From an optimization exercise on the open Yosys and OpenROAD flow, aimed at small area; shortcuts taken in it are not production practice. At most, simulation tests tie the RTL to the original design; equivalence was not proved. The clock port is modelled as an ideal driver; clocking choices that lean on that would not hold on a real chip. Power figures rest on the tool's default switching activity, not on a simulated workload.

Design processor, start of the top module:
module processor(
    input clk, reset,
    output [31:0] pc,
    input [31:0] instruction,
    output write_enable,
    output [31:0] address_to_mem, data_to_mem,
    input [31:0] data_from_mem
);
    wire [31:0] I = instruction;
    integer i;
    genvar b, r;
    wire [6:0] op = I[6:0];
    wire [2:0] f3 = I[14:12];
    wire [6:0] f7 = I[31:25];
    wire [4:0] rd = I[11:7];
    wire [4:0] ra = I[19:15];
    wire [4:0] rb = I[24:20];
    wire is_r    = op == 7'b0110011;
    wire is_i    = op == 7'b0010011;
    wire is_ld   = op == 7'b0000011;
    wire is_st   = op == 7'b0100011;
    wire is_br   = op == 7'b1100011;
    wire is_lui  = op == 7'b0110111;
    wire is_jal  = op == 7'b1101111;
    wire is_jalr = op == 7'b1100111;
    wire is_cu   = op == 7'b0001011;
    wire lw    = is_ld & (f3 == 3'b010);
    wire sw    = is_st & (f3 == 3'b010);
    wire beq   = is_br & (f3 == 3'b000);
    wire blt   = is_br & (f3 == 3'b100);
    wire f7z   = f7 == 7'b0000000;
    wire expo  = is_cu & f7z & (f3 == 3'b000);
    wire r_sub = is_r & (f7 == 7'b0100000) & (f3 == 3'b000);
    wire r_and = is_r & f7z & (f3 == 3'b111);
    wire r_srl = is_r & f7z & (f3 == 3'b101);
    wire r_etd = is_r & f7z & (f3 == 3'b110);
    wire link  = is_jal | is_jalr;
    wire reg_write = is_r | is_i | lw | is_lui | link | expo;
  ...
Size in the first run: ~160 I/O pins, about 46,000 µm² of cells after synthesis.
export LEC_CHECK = 0
export CAP_MARGIN = 10
export CORE_MARGIN = 2
export CORE_UTILIZATION = 58
export SETUP_SLACK_MARGIN = 0.2
export SLEW_MARGIN = 10
export SYNTH_HIERARCHICAL = 1
export SYNTH_MINIMUM_KEEP_SIZE = 0
create_clock -name core_clock -period 12.0 [get_ports {clk}]
standard.sh (not shown) runs the stock make flow with config.mk's settings and CLKGATE_MAP_FILE= SYNTH_SCRIPT=/design/flow/synth_recipe.tcl, a recipe that flattens the netlist after the stock synthesis.
==> flow/flow/run.sh <==
#!/bin/bash
# Layout flow: the standard ORFS steps (standard.sh) with
#  - buf_1 port buffers,
#  - a clock tree of clkbuf_4 cells without dummy loads,
#  - high-fanout drivers upsized before placement-time repair (pre_gpl.tcl),
#  - clock buffers with slow flip-flop clock edges upsized after CTS (post_cts.tcl).
# Each tool's output goes to a log file in this folder.
set -e
here=$(pwd)
export BUFFER_PORTS_ARGS="-buffer_cell sky130_fd_sc_hd__buf_1"
export CTS_ARGS="-sink_clustering_enable -dont_use_dummy_load -buf_list {sky130_fd_sc_hd__clkbuf_4} -sink_clustering_size 8 -sink_clustering_max_diameter 50"
export PRE_GLOBAL_PLACE_TCL=$here/flow/pre_gpl.tcl
export POST_CTS_TCL=$here/flow/post_cts.tcl
bash standard.sh > standard.log 2>&1
==> flow/flow/post_cts.tcl <==
# After clock tree synthesis: give a clkbuf_8 to every clock buffer whose
# flip-flop clock pins see a slow edge, then re-legalize placement.
estimate_parasitics -placement
set limit 0.100
set fixed 0
foreach inst [[ord::get_db_block] getInsts] {
  set m [[$inst getMaster] getName]
  if {$m ne "sky130_fd_sc_hd__clkbuf_4"} continue
  set worst 0
  foreach it [$inst getITerms] {
    if {![$it isOutputSignal]} continue
    set net [$it getNet]
    foreach s [$net getITerms] {
      if {[$s isOutputSignal]} continue
      set pin [get_pins [$s getName]]
      set sl [get_property $pin slew_max]
      if {$sl > $worst} { set worst $sl }
    }
  }
  if {$worst > $limit} {
    replace_cell [$inst getName] sky130_fd_sc_hd__clkbuf_8
    incr fixed
  }
}
puts "post_cts_clk: upsized $fixed clock buffers"
if {$fixed > 0} {
  detailed_placement
  check_placement -verbose
  estimate_parasitics -placement
}
set mx 0
foreach pin [get_pins -hierarchical */CLK] {
  set s [get_property $pin slew_max]
  if {$s > $mx} { set mx $s }
}
puts "post_cts_clk: worst clock pin slew $mx"
Other scripts of this flow, unchanged in this note and not shown: flow/flow/pre_gpl.tcl
Edit:
--- a/flow/flow/run.sh
+++ b/flow/flow/run.sh
@@ -5,2 +5 @@
-#  - high-fanout drivers upsized before placement-time repair (pre_gpl.tcl),
-#  - clock buffers with slow flip-flop clock edges upsized after CTS (post_cts.tcl).
+#  - high-fanout drivers upsized before placement-time repair (pre_gpl.tcl).
@@ -13 +11,0 @@
-export POST_CTS_TCL=$here/flow/post_cts.tcl
CAP_MARGIN = 5   (was 10)
SLEW_MARGIN = 5   (was 10)
removed: flow/flow/post_cts.tcl
=>
- The new run completed with no timing, DRC or antenna violations
- combinational power stays flat
- design area is about the same
- count of clock-buffer cells in the layout is unchanged
- global-route usage stays flat
- cell count hardly moves
- wire length stays flat
- critical path depth is unchanged
- setup slack improves by 0.22 ns
Edit:
CAP_MARGIN = 20   (was 5)
SLEW_MARGIN = 20   (was 5)
Effect:
- non-clock buffer count is higher by 6
- worst setup slack got worse by 0.18 ns
- total power goes up slightly


processor, a different RTL version from the one above (not shown whole).
For scale: ~160 I/O pins, roughly 45000 um2 of cells after synthesis.
Settings: LEC_CHECK=0, CAP_MARGIN=20, CORE_MARGIN=2, CORE_UTILIZATION=45, SETUP_SLACK_MARGIN=0.3, SLEW_MARGIN=20, SYNTH_HIERARCHICAL=1, SYNTH_MINIMUM_KEEP_SIZE=0; clock period 12.0 ns.
==> flow/flow/run.sh <==
#!/bin/bash
# Layout flow: the standard ORFS steps, with buf_1 port buffers and a
# clock tree built from small clock buffers without dummy loads.
# Each tool's output goes to a log in this folder.
set -e
export BUFFER_PORTS_ARGS="-buffer_cell sky130_fd_sc_hd__buf_1"
export CTS_ARGS="-sink_clustering_enable -repair_clock_nets -dont_use_dummy_load -buf_list {sky130_fd_sc_hd__clkbuf_4 sky130_fd_sc_hd__clkbuf_8}"
bash standard.sh > standard.log 2>&1
The first run passed the timing, DRC and antenna checks.
Change:
CORE_UTILIZATION = 55   (was 45)
Result: Register-to-register slack improved by 310 ps; synthesized cell count is unchanged; worst hold slack is about the same; worst setup slack improved by 230 ps; first-iteration DRC count rose by about 3.7%.
Function was not checked in any run of this note: the RTL went through the layout flow alone.

-- re-timing with driven ports --
How much do the figures lean on ideal ports? The routed layouts below were timed once more, with nothing changed but the port constraints. Step 1 (the two cells are an assumption about what drives the block):
set clk [get_ports {clk}]
set_driving_cell -lib_cell sky130_fd_sc_hd__clkbuf_16 $clk
set_driving_cell -lib_cell sky130_fd_sc_hd__buf_2 [delete_from_list [all_inputs] $clk]
Step 2 times the ports against the registers' clock, not the clock port: input delays grow and output delays shrink by t, the midpoint of the rising clock arrivals with the driver on. Slacks: ideal ports / drivers / drivers and shift; pairs: ideal ports / drivers.
run	shift t [ns]	setup WS [ns]	worst setup path after step 2	slew at the worst register clock pin (ns)
the first run of note 1	0.919	0.398 / 0.376 / 0.376	input to output	0.12 / 0.12
the second run of note 1	1.131	0.619 / 0.594 / 0.594	input to output	0.12 / 0.12
the third run of note 1	1.101	0.437 / 0.407 / 0.407	input to output	0.11 / 0.11
the first run of note 2	0.901	0.333 / 0.308 / 0.113	input to register	0.07 / 0.07
the second run of note 2	0.899	0.565 / 0.493 / 0.493	input to output	0.07 / 0.07
After both steps setup and hold are still met in every run listed. The setup slack of the first run of note 2, which loses most, moves by -0.025 ns with the drivers and by -0.220 ns with both steps.
